This is an optimization exercise on Yosys and OpenROAD, whose aim is small area, a short achievable clock period and few clock cycles per item, not a production implementation. Function not checked in this run: the RTL went through the layout flow alone.

===== flow/config.mk =====
export PLATFORM = sky130hd
export DESIGN_NAME = ALU_16bit
export DESIGN_NICKNAME = ALU_16bit
export VERILOG_FILES = /design/flow/design.v
export SDC_FILE = /design/flow/constraint.sdc
export NUM_CORES = 4
export LEC_CHECK = 0
export CAP_MARGIN = 20
export CORE_MARGIN = 2
export CORE_UTILIZATION = 40
export SLEW_MARGIN = 20

===== flow/constraint.sdc =====
create_clock -name core_clock -period 6.0 [get_ports {clk}]
set_input_delay 1.2000 -clock core_clock [delete_from_list [all_inputs] [get_ports {clk}]]
set_output_delay 1.2000 -clock core_clock [all_outputs]
set_load 0.01 [all_outputs]

===== flow/design.v =====
`timescale 1ns / 1ps
module ALU_16bit (
    input              clk,
    input              rst,
    input              start,
    input       [3:0]  op,
    input  signed [15:0] A,
    input  signed [15:0] B,
    output reg signed [15:0] Z_low,
    output reg signed [15:0] Z_high,
    output reg         valid
);
    reg        s_mul;      
    reg        s_norm;     
    reg        s_iter;     
    reg        s_fixq;     
    reg        s_fixr;     
    reg  [3:0] cnt;
    wire idle   = ~(s_mul | s_norm | s_iter | s_fixq | s_fixr);
    wire go     = start & idle;
    wire op_mul = (op == 4'b0010);
    wire op_div = (op == 4'b0011);
    wire sign_a = A[15];
    wire sign_b = B[15];
    wire sign_q = A[15] ^ B[15];
    function [4:0] clz16;
        input [15:0] x;
        integer i;
        reg found;
        begin
            clz16 = 5'd16;
            found = 1'b0;
            for (i = 15; i >= 0; i = i - 1)
                if (!found && x[i]) begin
                    clz16 = 15 - i;
                    found = 1'b1;
                end
        end
    endfunction
    wire [4:0] ca = clz16(A ^ {16{sign_a}});
    wire [4:0] cb = clz16(B ^ {16{sign_b}});
    wire signed [6:0] k_est = 7'sd15 - $signed({2'b00, cb}) + $signed({2'b00, ca}) - $signed({6'b0, sign_a});
    wire div_zero    = (B == 16'd0);
    wire div_trivial = (k_est > 7'sd15);           
    wire [3:0] k_ld  = k_est[6] ? 4'd0 : k_est[3:0];
    wire [16:0] a_ext = {A, 1'b0};
    wire [2:0]  trip  = s_mul ? a_ext[{cnt[2:0], 1'b0} +: 3] : {A[1:0], 1'b0};
    wire b_one  = (trip == 3'b001) | (trip == 3'b010) | (trip == 3'b101) | (trip == 3'b110);
    wire b_two  = (trip == 3'b011) | (trip == 3'b100);
    wire b_neg  = trip[2] & ~(trip == 3'b111);
    wire [17:0] b_ext  = {{2{B[15]}}, B};
    wire [17:0] b_ext2 = {B[15], B, 1'b0};
    reg  [17:0] ax;        
    reg  [17:0] by;        
    reg         inv_y;
    reg         cin;
    wire [15:0] r_sh = {Z_high[14:0], Z_low[15]};    
    always @(*) begin
        ax    = {{2{A[15]}}, A};
        by    = b_ext;
        inv_y = 1'b0;
        cin   = 1'b0;
        if (s_mul | (idle & op_mul)) begin
            ax    = s_mul ? {{2{Z_high[15]}}, Z_high} : 18'd0;
            by    = b_two ? b_ext2 : (b_one ? b_ext : 18'd0);
            inv_y = b_neg;
            cin   = b_neg;
        end else if (s_iter) begin
            ax    = {2'b00, r_sh};
            by    = b_ext;
            inv_y = ~sign_b;            
            cin   = ~sign_b;
        end else if (s_fixq) begin
            ax    = {2'b11, ~Z_low};
            by    = 18'd0;
            cin   = 1'b1;
        end else if (s_fixr) begin
            ax    = {2'b11, ~Z_high};
            by    = 18'd0;
            cin   = 1'b1;
        end else if (op_div) begin
            ax    = {{2{A[15]}}, A} ^ {18{sign_a}};    
            by    = 18'd0;
            cin   = sign_a;
        end else begin
            inv_y = op[0] | op[2];
            cin   = op[0] | op[2];
        end
    end
    wire [17:0] sum = ax + (by ^ {18{inv_y}}) + {17'd0, cin};
    wire [3:0]  s_amt  = B[3:0];
    wire        right  = op[0];            
    wire [3:0]  r_amt  = s_norm ? cnt : (right ? (4'd0 - s_amt) : s_amt);
    wire [15:0] r_in   = s_norm ? Z_low : A;
    wire [31:0] r_dbl  = {r_in, r_in} << r_amt;
    wire [15:0] rot    = r_dbl[31:16];
    wire [15:0] hmask  = 16'hFFFF << r_amt;           
    wire [15:0] shr_m  = 16'hFFFF >> s_amt;
    wire        lt  = sum[17];
    wire        eq  = (A == B);
    reg  [15:0] res;
    always @(*) begin
        case (op)
            4'b0000, 4'b0001: res = sum[15:0];
            4'b0100: res = lt ? 16'hFFFF : {15'd0, ~eq};
            4'b0101: res = ~(A & B);
            4'b0110: res = A & B;
            4'b0111: res = ~(A | B);
            4'b1000: res = A | B;
            4'b1001: res = A ^ B;
            4'b1010: res = rot & hmask;
            4'b1011: res = rot & shr_m;
            default: res = rot;           
        endcase
    end
    wire        take = ~sum[17];                           
    always @(posedge clk or negedge rst) begin
        if (!rst) begin
            valid  <= 1'b0;
            s_mul  <= 1'b0;
            s_norm <= 1'b0;
            s_iter <= 1'b0;
            s_fixq <= 1'b0;
            s_fixr <= 1'b0;
            cnt    <= 4'd0;
        end else begin
            valid  <= 1'b0;
            if (go) begin
                if (op_mul) begin
                    s_mul <= 1'b1;
                    cnt   <= 4'd1;
                end else if (op_div) begin
                    if (div_zero | div_trivial) begin
                        valid <= 1'b1;
                    end else begin
                        s_norm <= 1'b1;
                        cnt    <= k_ld;
                    end
                end else begin
                    valid <= 1'b1;
                end
            end
            if (s_mul) begin
                cnt <= cnt + 4'd1;
                if (cnt == 4'd7) begin
                    s_mul <= 1'b0;
                    valid <= 1'b1;
                end
            end
            if (s_norm) begin
                s_norm <= 1'b0;
                s_iter <= 1'b1;
                cnt    <= ~cnt;
            end
            if (s_iter) begin
                cnt <= cnt - 4'd1;
                if (cnt == 4'd0) begin
                    s_iter <= 1'b0;
                    if (sign_q)
                        s_fixq <= 1'b1;
                    else if (sign_a)
                        s_fixr <= 1'b1;
                    else
                        valid <= 1'b1;
                end
            end
            if (s_fixq) begin
                s_fixq <= 1'b0;
                if (sign_a)
                    s_fixr <= 1'b1;
                else
                    valid <= 1'b1;
            end
            if (s_fixr) begin
                s_fixr <= 1'b0;
                valid  <= 1'b1;
            end
        end
    end
    always @(posedge clk) begin
        if (s_mul | (go & op_mul)) begin
            Z_high <= sum[17:2];
            Z_low  <= {sum[1:0], Z_low[15:2]};
        end else if (s_norm) begin
            Z_high <= rot & ~hmask;
            Z_low  <= rot & hmask;
        end else if (s_iter) begin
            Z_high <= take ? sum[15:0] : r_sh;
            Z_low  <= {Z_low[14:0], take};
        end else if (s_fixq) begin
            Z_low  <= sum[15:0];
        end else if (s_fixr) begin
            Z_high <= sum[15:0];
        end else if (op_div) begin
            Z_high <= A;
            Z_low  <= div_zero ? 16'hFFFF : (div_trivial ? 16'd0 : sum[15:0]);
        end else begin
            Z_high <= (op[3:1] == 3'b000) ? {16{sum[15]}} : 16'd0;
            Z_low  <= res;
        end
    end
endmodule

===== flow/run.sh =====
#!/bin/bash
# synth_recipe.tcl (not shown) runs the flow's synth.tcl, then flattens the netlist and writes it again
# the make line also repeats each setting of config.mk as NAME=value (left out here)
make -C /OpenROAD-flow-scripts/flow DESIGN_CONFIG=/design/flow/config.mk WORK_HOME=/design/flow/orfs CLKGATE_MAP_FILE= SYNTH_SCRIPT=/design/flow/synth_recipe.tcl finish

==> run notes <==
[what timing repair did]
action / CTS / global route
setup buffers: 1 / 5
pin swaps: 6 / 27
setup endpoints to repair: 26 / 33
resized for setup: 12 / 42
gates cloned: 0 / 2
[path summary, 6_finish.rpt]
kind | from | endpoint | slack (ns) | cells past startpoint
worst min-delay path | Z_low[4] | Z_low[2] | 0.74 | 2
max in group asynchronous | rst | s_fixr | 4.45 | 1
min in group asynchronous | rst | valid | 1.21 | 1
worst max register to register | cnt[0] | Z_low[13] | 0.55 | 23
worst min register to register | Z_low[4] | Z_low[2] | 0.74 | 2
worst max-delay path | A[8] | Z_low[13] | 0.10 | 23
[logic make-up (layout without fill, tap and decap cells)]
family	count (synthesis)	in the layout	share of synthesized area, %
xor+xnor	49	49	4.37
other cells	0	1	0
buf+inv	174	384	7.56
simple gates	429	429	20.6
mux	99	99	11.1
fa+ha+maj	75	75	9.87
flops	42	42	12.3
compound gates	503	503	34.2
[cell usage in the layout, fill, tap and decap left out, types with 32 or more instances in the layout]
cell type,count
nand2_1,144
nand2b_1,33
nand3_1,37
o21ai_0,104
inv_1,63
a21oi_1,110
ha_1,68
nor2_1,106
buf_4,229
mux2i_1,73
edfxtp_1,32
o211ai_1,34
clkdlybuf4s50_1,62
[per-layer routing]
metal | wire length [um] | vias up | part of all wire (%)
met5 | 0 | - | 0
met4 | 3710 | 0 | 6.7
met3 | 6300 | 203 | 11
met2 | 23600 | 905 | 43
met1 | 21600 | 5929 | 39
li1 | - | 5578 | -
[flip-flops by register name (all words and copies together) (netlist names)]
signal and flops:
s_norm 1, s_fixr 1, s_iter 1, valid 1, Z_low 16, s_mul 1, cnt 4, s_fixq 1
Z_high 16
[through the flow]
| step | area (um^2) | utilization [%] |
|---|---|---|
| CTS | 12500 | 51.8 |
| finish | 12700 | 52.7 |
| global route | 12700 | 52.7 |
| detailed placement | 12300 | 50.9 |
| floorplan | 9830 | - |
| global placement | 12300 | 50.9 |
[layout make-up]
type | instances | area (um^2) | share of cell area, %
multi-input combinational | 1155 | 8040 | 63.1
antenna | 1 | 2.50 | 0.0196
clock inverter | 3 | 48.8 | 0.383
sequential | 42 | 1210 | 9.54
timing repair buffer | 311 | 2650 | 20.8
inverter | 65 | 244 | 1.92
clock buffer | 5 | 125 | 0.982
tap | 324 | 405 | 3.18
[tightest hold or removal path, delay by kind of cell (launching register included)]
| kind | cells | cell delay [ns] |
|---|---|---|
| compound gates | 2 | 0.16 |
| flops | 1 | 0.48 |
==> results_dict.tcl <==
set metrics [dict create \
    initial_utilization_pct 40.6 \
    max_cap_viol_count 0 \
    finalCritPeriodShare_pct 98.3 \
    crit_type "in -> reg" \
    clkSlewWorstSetupHoldPaths_ns 0.08 \
    cts_buffers 5 \
    setup_tns_ns 0 \
    yosysSeqAreaShare_pct 12.3 \
    globalRoute.totalOverflow 0 \
    hold_buffers 0 \
    syn_nets 1485 \
    detail_route.wirelength_um 55200 \
    finalNonFillerCells 1906 \
    die_h_um 161 \
    gr-usage-met3_pct 9.01 \
    layout.nets 1694 \
    dp_hpwl_um 43300 \
    cp_max_fo 10 \
    setup-violations-final 0 \
    fmax_ghz 0.170 \
    cp.required_ns 6.06 \
    synth.cell_area_mm2 0.00981 \
    dp_cells 1889 \
    drt-initial-drc-count 1782 \
    cts_sinks 42 \
    ys_ff_latch 42 \
    htreeDepth 2 \
    syn_area_per_cell_um2 7.16 \
    synth_area_leader_cell "edfxtp_1" \
    cp-end-kind "flip-flop" \
    report.final.slew_viol_count 0 \
    area_delta_synth_final_pct 29.8 \
    ys_warn_count 1 \
    die-area_mm2 0.0258 \
    grt-busiest-layer "met2" \
    antenna_found_initial 1 \
    arrival_ns 5.96 \
    grt_usage_pct 41.5 \
    crit_top_cell "buf_4" \
    grt_pass1_wl_um 78700 \
    worst_slack_ns 0.104 \
    grtUsageMet2_pct 64.1 \
    crit_chain "clkdlybuf4s50_1, inv_1, mux4_2, nand2_2, a32oi_4, ha_4, mux2_4, and2_4, buf_12, a22oi_1, xor2_1, ha_2, o21a_1, o21a_1, o2111ai_2, buf_4, buf_4, nand3_1, xnor2_1, buf_4, a211o_1, o211ai_1, a31oi_1" \
    wl_per_cell_um 29.0 \
    synth_cells 1371 \
    met1_usage_pct 54.0 \
    top_level_ports 72 \
    holdWs_ns 0.742 \
    synth_top_area_share_pct 9.79 \
    drive_gt1_share_pct 20.5 \
    crit_buf_inv 6 \
    fin_worst_skew_ns 0.0149 \
    pre_cts_ws_ns -0.536 \
    drtAntennaViolNets 0 \
    path_delay_family "compound AO/OA/AOI/OAI gates" \
    clk_latency_ns 0.32 \
    synth_top_flop_cell "edfxtp_1" \
    std_cell_rows 57 \
    hold_viol 0 \
    routed-via-count 12615 \
    async_reset_ff_share_pct 23.8 \
    vias_per_cell 6.62 \
    cts_buffer_depth 2 \
    period_needed_ns 5.90 \
    status "timing/DRC/antenna clean" \
    drt_pass1_iterations 6 \
    drc 0 \
    yosys.cell_types.count 90 \
    tritoncts "built" \
    slowest_delay_ns 0.47 \
    synth_edf_count 32 \
    gp_congestion 1.05 \
    grt_start_max_net_pins 59 \
    hold_class "reg -> reg" \
    portBuffers 71 \
    yosysMostFrequentCell "nand2_1" \
    worst_pin_slew_ns 1.13 \
    netlist_top_cells_area "edfxtp_1, ha_1, mux2i_1" \
    start_kind "input port" \
    root_buffer "clkbuf_16" \
    cp_slowest_cell "clkdlybuf4s50_1" \
    yosys-top-cells-count "nand2_1, a21oi_1, o21ai_0" \
    dieWidth_um 161 \
    max_slew_margin_pct 23.9 \
    fillers 2395 \
    coreArea_mm2 0.0242 \
    grt_pass1_vias 11601 \
]

==> separate check: timing with driven ports <==
Ports are ideal in the flow. The routed layout listed here was re-timed in OpenROAD.
Step 1 (the two cells are an assumption about what drives the block):
set clk [get_ports {clk}]
set_driving_cell -lib_cell sky130_fd_sc_hd__clkbuf_16 $clk
set_driving_cell -lib_cell sky130_fd_sc_hd__buf_2 [delete_from_list [all_inputs] $clk]
Step 2 adds t to the input delays and takes it off the output delays; t is the mean of the earliest and latest rising clock arrival at the registers after step 1. Input paths then give back, and output paths get back, about the clock's delay inside the block.
Three values: ideal ports, drivers, drivers and shift; two values: the first two.
shift t [ns]: 0.354
setup WS [ns]: 0.104 / 0.125 / -0.230
worst register clock-pin slew, ns: 0.08 / 0.08
Met with ideal ports but missed after step 2: setup timing in this run. For this run, drivers alone change the setup slack by +0.021 ns; drivers and shift together by -0.334 ns.
